This is an optimization exercise on Yosys and OpenROAD, whose aim is small area, not a production implementation.
RTL that was checked went through simulation tests only; none was proved equivalent to the original.
No activity file was given, so power comes from the tool's default toggle rates.

north:
## top_module
module top_module
	(
		input clk, reset,
		input wire crypt, b1, b2, b3,
		input wire load, load_sel,
		input wire [3:0] load_addr,
		input wire [7:0] load_data,
		output wire led_init, led_wait1,
		output wire clk_out, reset_lcd, d_c,
		output wire spi_data_out, spi_clk, spi_ce
    );
	wire encry_completed, copy_completed, en_encryption, clr_RAM, en_copier;
	wire [1:0] key;
	controller cont( .clk(clk), .reset(reset), .crypt(crypt), .encry_completed(encry_completed),
					.b1(b1), .b2(b2), .b3(b3), .copy_completed(copy_completed),
					.en_encryption(en_encryption), .clr_RAM(clr_RAM), .key(key),
					.led_init(led_init), .led_wait1(led_wait1), .en_copier(en_copier) );
	datapath data ( .clk(clk), .reset(reset), .en_encryption(en_encryption),
				.clr_RAM(clr_RAM), .key(key), .encry_completed(encry_completed),
				.load(load), .load_sel(load_sel), .load_addr(load_addr), .load_data(load_data),
				.copy_completed(copy_completed), .en_copier(en_copier), .clk_out(clk_out), .reset_lcd(reset_lcd),
				.d_c(d_c), .spi_data_out(spi_data_out), .spi_clk(spi_clk), .spi_ce(spi_ce) );
endmodule
clock: 10.0 ns
lec_check: 0
abc_area: 1
cap_margin: 20
core_margin: 2
core_utilization: 40
slew_margin: 20
synth_memory_max_bits: 16384
standard.sh (not shown) runs the stock make flow with config.mk's settings and CLKGATE_MAP_FILE= SYNTH_SCRIPT=/design/flow/synth_recipe.tcl, a recipe that flattens the netlist after the stock synthesis.
==> flow/flow/run.sh <==
#!/bin/bash
# Layout flow: the standard ORFS flow with two changes:
#  1. synthesis maps the combinational logic with a stronger area-oriented ABC
#     script (abc_deep.script); everything else in synthesis (including register
#     mapping and naming) is the standard synthesis script unchanged;
#  2. clock tree synthesis uses CTS_ARGS from cts_args.txt.
# Each tool's output goes to the ORFS logs (orfs/logs/...) and to flow.log here.
set -euo pipefail
W=$PWD
mkdir -p mysynth
# standard synthesis, with only the abc call replaced
sed "s#source \$::env(SCRIPTS_DIR)/synth.tcl#source $W/mysynth/synth.tcl#" synth_recipe.tcl > mysynth/synth_recipe.tcl
sed "s#log_cmd abc {\*}\$abc_args#log_cmd abc -script $W/flow/abc_deep.script {*}\$lib_args {*}\$lib_dont_use_args#" \
    "$FLOW_HOME/scripts/synth.tcl" > mysynth/synth.tcl
grep -q "abc_deep.script" mysynth/synth.tcl
grep -q "mysynth/synth.tcl" mysynth/synth_recipe.tcl
sed "s#SYNTH_SCRIPT=[^ ]*#SYNTH_SCRIPT=$W/mysynth/synth_recipe.tcl#" standard.sh > mystandard.sh
grep -q "mysynth/synth_recipe.tcl" mystandard.sh
export CTS_ARGS="$(cat flow/cts_args.txt)"
bash mystandard.sh finish > flow.log 2>&1
==> flow/flow/abc_deep.script <==
strash
&get -n
&deepsyn -T 120
&put
dch
map -a
==> flow/flow/cts_args.txt <==
-sink_clustering_enable -repair_clock_nets -buf_list sky130_fd_sc_hd__clkbuf_16 -sink_clustering_size 24 -sink_clustering_max_diameter 60 -dont_use_dummy_load
Looking at the reports, north completed the entire flow and the layout it produced met the timing, design-rule and antenna checks.
For south, these inputs were changed with respect to north:
==> flow/flow/cts_args.txt <==
-sink_clustering_enable -repair_clock_nets -buf_list sky130_fd_sc_hd__clkbuf_8 -sink_clustering_size 12 -sink_clustering_max_diameter 40 -dont_use_dummy_load
Results
- Any difference in maximum clock frequency between north and south is small enough to ignore.
- Diff north -> south | number of clock-tree buffers in the layout | up by more than 100%
- south vs. north: clock skew saw an increase; final critical delay including setup and external delays now smaller; register share of total power fell by 0.5 points; total global routing track utilization higher; part of the power in combinational logic held.
- north → south: violation count after the first detailed-routing iteration went up by 57; routed wire length went up by about 0.9%; non-clock buffer count went down by 3; worst setup slack went up by 0.010 ns.
No run of this note included a check of the RTL's function; only the layout flow was run.

---

red:
top_module, a different RTL version from the one above (not shown whole).
Size: ~1800 cells after synthesis, roughly 540 flip-flops, about 28 I/O pins.
clock: 10.0 ns
lec_check: 0
abc_area: 1
cap_margin: 20
core_margin: 2
core_utilization: 40
gpl_timing_driven: 1
slew_margin: 20
synth_memory_max_bits: 16384
==> flow/flow/abc_deep.script <==
strash
&get -n
&deepsyn -T 300
&put
&get -n
&dch
&nf -R 2000 -F 20 -A 20
&put
==> flow/flow/cts_args.txt <==
-sink_clustering_enable -repair_clock_nets -buf_list sky130_fd_sc_hd__clkbuf_16 -sink_clustering_size 26 -sink_clustering_max_diameter 90 -dont_use_dummy_load
Scripts as last shown in full above: flow/flow/run.sh
Having completed the whole flow, red delivered a layout that passed the timing, design-rule and antenna checks.
What blue does differently from red at the input level:
# red
export LEC_CHECK = 0
export ABC_AREA = 1
export CAP_MARGIN = 20
export CORE_MARGIN = 2
export CORE_UTILIZATION = 40
export GPL_TIMING_DRIVEN = 1
export SLEW_MARGIN = 20
export SYNTH_MEMORY_MAX_BITS = 16384
create_clock -name core_clock -period 10.0 [get_ports {clk}]
# blue
export LEC_CHECK = 0
export ABC_AREA = 1
export CAP_MARGIN = 20
export CORE_MARGIN = 2
export CORE_UTILIZATION = 40
export GPL_TIMING_DRIVEN = 0
export SLEW_MARGIN = 20
export SYNTH_MEMORY_MAX_BITS = 16384
create_clock -name core_clock -period 10.0 [get_ports {clk}]
==> flow/flow/abc_deep.script <==
strash
&get -n
&deepsyn -T 100
&put
&get -n
&dch
&nf -R 2000 -F 20 -A 20
&put
==> flow/flow/cts_args.txt <==
-sink_clustering_enable -repair_clock_nets -buf_list sky130_fd_sc_hd__clkbuf_16 -sink_clustering_size 32 -sink_clustering_max_diameter 100 -dont_use_dummy_load
==> run summary <==
Of the two values seen for cell with the biggest individual delay on the critical path, nor2_1 was produced by red and mux2_1 by blue. Per the comparison of blue with red, clock-buffer cell count fell by 2; area added between synthesis and finish decreased by 0.87 points relative to the old numbers; maximum resistive drop on vdd lost 25%; final cell area excluding filler cells now sits at about the same level.
## Diff of input files: green against blue
==> flow/flow/cts_args.txt <==
-sink_clustering_enable -repair_clock_nets -buf_list sky130_fd_sc_hd__clkbuf_8 -sink_clustering_size 16 -sink_clustering_max_diameter 80 -dont_use_dummy_load
## What came out
Compare green and blue | global-route usage higher: green. Sort green and blue by number of global-route vias before repair, descending, and green comes first. Sort green and blue by CTS buffer count, ascending, and blue comes first. For power share of the combinational group, blue and green come out practically identical. green vs. blue: placement-stage worst setup slack comparable, worst-case setup margin in the final layout now larger, multi-input gate share of total cell area comparable. green vs blue: worst setup skew after layout up.
Input changes introduced in orange (baseline for comparison: green):
==> flow/flow/abc_deep.script <==
strash
&get -n
&deepsyn -T 300
&put
&get -n
&dch
&nf -R 2000 -F 20 -A 20
&put
==> flow/flow/cts_args.txt <==
-sink_clustering_enable -repair_clock_nets -buf_list sky130_fd_sc_hd__clkbuf_16 -sink_clustering_size 26 -sink_clustering_max_diameter 90 -dont_use_dummy_load
[summary]
From green to orange the numbers moved as follows: wire length of the first global-routing pass went up 1.6%; die area went down 300 sq um; worst hold slack went up 0.042 ns; switching power as a share of total power went up 0.56 points; clock-pin slew of the registers on the worst-case setup and hold paths went down 0.02 ns. When the final numbers for orange and green were put side by side, the total power consumption of the routed design turned out to be greater in orange.

---

## main
Another version of the RTL of top_module (not shown whole).
For scale: ~28 I/O pins, about 27000 um2 of cells after synthesis.
export LEC_CHECK = 0
export ABC_AREA = 1
export CAP_MARGIN = 20
export CORE_MARGIN = 2
export CORE_UTILIZATION = 40
export CTS_BUF_LIST = sky130_fd_sc_hd__clkbuf_8
export SLEW_MARGIN = 20
export SYNTH_MEMORY_MAX_BITS = 16384
create_clock -name core_clock -period 10.0 [get_ports {clk}]
run.sh (not shown) runs the stock make flow with config.mk's settings and CLKGATE_MAP_FILE= SYNTH_SCRIPT=/design/flow/synth_recipe.tcl, a recipe that flattens the netlist after the stock synthesis.
Stock flow here: none of the scripts above is used.
main completed; timing, DRC and antenna clean
Changes in the feature branch relative to main:
diff --git a/flow/config.mk b/flow/config.mk
--- a/flow/config.mk
+++ b/flow/config.mk
@@ -11,2 +11,2 @@
-export CORE_UTILIZATION = 40
-export CTS_BUF_LIST = sky130_fd_sc_hd__clkbuf_8
+export CORE_UTILIZATION = 60
+export CTS_BUF_LIST = sky130_fd_sc_hd__clkbuf_4
Results
The feature branch has die area below what main had.
First-pass GRT wire length went up by a few percent going from main to the feature branch.
The feature branch vs main on final cell count: the feature branch is the lower one.
Summary of the feature branch over main: total chip power rose about 1.2%, fraction of area in clock buffers and inverters has increased, combinational cell fraction of total power rose by 0.2 points, met3 routed wirelength +57%.
No run of this note included a check of the RTL's function; only the layout flow was run.

---

top_module, a different RTL version from the one above (not shown whole).
For scale: about 1,800 cells after synthesis, roughly 540 flip-flops, ~28 I/O pins, ~0.022 mm2 of cells after synthesis.
// top_module
module top_module
	(
		input clk, reset,
		input wire crypt, b1, b2, b3,
		input wire load, load_sel,
		input wire [3:0] load_addr,
		input wire [7:0] load_data,
		output wire led_init, led_wait1,
		output wire clk_out, reset_lcd, d_c,
		output wire spi_data_out, spi_clk, spi_ce
    );
==> flow/config.mk <==
export PLATFORM = sky130hd
export DESIGN_NAME = top_module
export DESIGN_NICKNAME = top_module
export VERILOG_FILES = /design/flow/design.v
export SDC_FILE = /design/flow/constraint.sdc
export NUM_CORES = 4
export LEC_CHECK = 0
export ABC_AREA = 1
export CAP_MARGIN = 20
export CORE_MARGIN = 2
export CORE_UTILIZATION = 40
export GPL_TIMING_DRIVEN = 0
export SLEW_MARGIN = 20
export SYNTH_MEMORY_MAX_BITS = 16384
==> flow/constraint.sdc <==
create_clock -name core_clock -period 10.0 [get_ports {clk}]
set_input_delay 2.0000 -clock core_clock [delete_from_list [all_inputs] [get_ports {clk}]]
set_output_delay 2.0000 -clock core_clock [all_outputs]
set_load 0.01 [all_outputs]
standard.sh (not shown) runs the stock make flow with config.mk's settings and CLKGATE_MAP_FILE= SYNTH_SCRIPT=/design/flow/synth_recipe.tcl, a recipe that flattens the netlist after the stock synthesis.
==> flow/flow/run.sh <==
#!/bin/bash
# Layout flow: the standard ORFS flow with two changes:
#  1. synthesis maps the combinational logic with a stronger area-oriented ABC
#     script (abc_deep.script); everything else in synthesis (including register
#     mapping and naming) is the standard synthesis script unchanged;
#  2. clock tree synthesis uses CTS_ARGS from cts_args.txt.
# Each tool's output goes to the ORFS logs (orfs/logs/...) and to flow.log here.
set -euo pipefail
W=$PWD
mkdir -p mysynth
# standard synthesis, with only the abc call replaced
sed "s#source \$::env(SCRIPTS_DIR)/synth.tcl#source $W/mysynth/synth.tcl#" synth_recipe.tcl > mysynth/synth_recipe.tcl
sed "s#log_cmd abc {\*}\$abc_args#log_cmd abc -script $W/flow/abc_deep.script {*}\$lib_args {*}\$lib_dont_use_args#" \
    "$FLOW_HOME/scripts/synth.tcl" > mysynth/synth.tcl
grep -q "abc_deep.script" mysynth/synth.tcl
grep -q "mysynth/synth.tcl" mysynth/synth_recipe.tcl
sed "s#SYNTH_SCRIPT=[^ ]*#SYNTH_SCRIPT=$W/mysynth/synth_recipe.tcl#" standard.sh > mystandard.sh
grep -q "mysynth/synth_recipe.tcl" mystandard.sh
export CTS_ARGS="$(cat flow/cts_args.txt)"
if [[ -f flow/buffer_ports_args.txt ]]; then export BUFFER_PORTS_ARGS="$(cat flow/buffer_ports_args.txt)"; fi
bash mystandard.sh finish > flow.log 2>&1
==> flow/flow/abc_deep.script <==
strash
&get -n
&deepsyn -T 100
&put
&get -n
&dch
&nf -R 2000 -F 20 -A 20
&put
strash
&get -n
&dch
&nf -R 2000 -F 20 -A 20
&put
strash
&get -n
&dch
&nf -R 2000 -F 20 -A 20
&put
strash
&get -n
&dch
&nf -R 2000 -F 20 -A 20
&put
strash
&get -n
&dch
&nf -R 2000 -F 20 -A 20
&put
strash
&get -n
&dch
&nf -R 2000 -F 20 -A 20
&put
==> flow/flow/buffer_ports_args.txt <==
-buffer_cell sky130_fd_sc_hd__buf_2
==> flow/flow/cts_args.txt <==
-sink_clustering_enable -repair_clock_nets -buf_list sky130_fd_sc_hd__clkbuf_8 -sink_clustering_size 16 -sink_clustering_max_diameter 80 -dont_use_dummy_load
Next try:
--- a/flow/flow/run.sh
+++ b/flow/flow/run.sh
@@ -20 +19,0 @@
-if [[ -f flow/buffer_ports_args.txt ]]; then export BUFFER_PORTS_ARGS="$(cat flow/buffer_ports_args.txt)"; fi
==> flow/flow/abc_deep.script (replaced) <==
strash
&get -n
&deepsyn -T 300
&put
&get -n
&dch
&nf -R 2000 -F 20 -A 20
&put
removed: flow/flow/buffer_ports_args.txt
Wire length decreases by about 1.4%.
Setup slack is worse by 420 ps.
Non-clock buffer count went up by 14.
Area after synthesis increases by 0.37%.
Die area rose by about 0.36%.
Worst hold slack is better by 95 ps.
Next try:
==> flow/flow/abc_deep.script (replaced) <==
strash
&get -n
&deepsyn -T 300
&put
&get -n
&dch
&nf -R 2000 -F 20 -A 20
&put
strash
&get -n
&dch
&nf -R 2000 -F 20 -A 20
&put
strash
&get -n
&dch
&nf -R 2000 -F 20 -A 20
&put
strash
&get -n
&dch
&nf -R 2000 -F 20 -A 20
&put
strash
&get -n
&dch
&nf -R 2000 -F 20 -A 20
&put
strash
&get -n
&dch
&nf -R 2000 -F 20 -A 20
&put
The new run completed with no timing, DRC or antenna violations.
Wire length climbs by 3.5%.
Power falls by 13%.
Synthesized cell count shrinks by 1.5%.
Clock power hardly moves.
Final cell count falls by 1.2%.
Global-route usage grows by 0.69 points.
Worst hold slack degrades by 40 ps.
Non-clock buffer count falls by 4.

separate check: timing with driven ports:
How much do the figures lean on ideal ports? The routed layouts below were timed once more, with nothing changed but the port constraints. Step 1 (the two cells are an assumption about what drives the block):
set clk [get_ports {clk}]
set_driving_cell -lib_cell sky130_fd_sc_hd__clkbuf_16 $clk
set_driving_cell -lib_cell sky130_fd_sc_hd__buf_2 [delete_from_list [all_inputs] $clk]
Step 2 adds t to the input delays and takes it off the output delays; t is the mean of the earliest and latest rising clock arrival at the registers after step 1. Input paths then give back, and output paths get back, about the clock's delay inside the block. Slacks: ideal ports / drivers / drivers and shift; pairs: ideal ports / drivers.
run | t, ns | setup WS [ns] | slew at the worst register clock pin (ns)
north | 0.601 | 3.010 / 3.010 / 3.010 | 0.09 / 0.09
south | 0.678 | 3.020 / 3.020 / 3.020 | 0.08 / 0.08
red | 0.627 | 3.908 / 3.908 / 3.908 | 0.11 / 0.11
blue | 0.610 | 2.451 / 2.451 / 2.451 | 0.12 / 0.12
green | 0.671 | 2.539 / 2.539 / 2.539 | 0.11 / 0.11
orange | 0.619 | 2.602 / 2.602 / 2.602 | 0.10 / 0.10
main | 0.739 | 4.953 / 4.899 / 5.367 | 0.08 / 0.08
the feature branch | 1.065 | 4.621 / 4.561 / 5.056 | 0.08 / 0.08
the first run of note 4 | 0.630 | 3.119 / 3.119 / 3.119 | 0.12 / 0.12
the second run of note 4 | 0.647 | 2.702 / 2.702 / 2.702 | 0.11 / 0.11
the third run of note 4 | 0.652 | 2.425 / 2.425 / 2.425 | 0.11 / 0.11
After both steps every run listed still meets setup and hold.
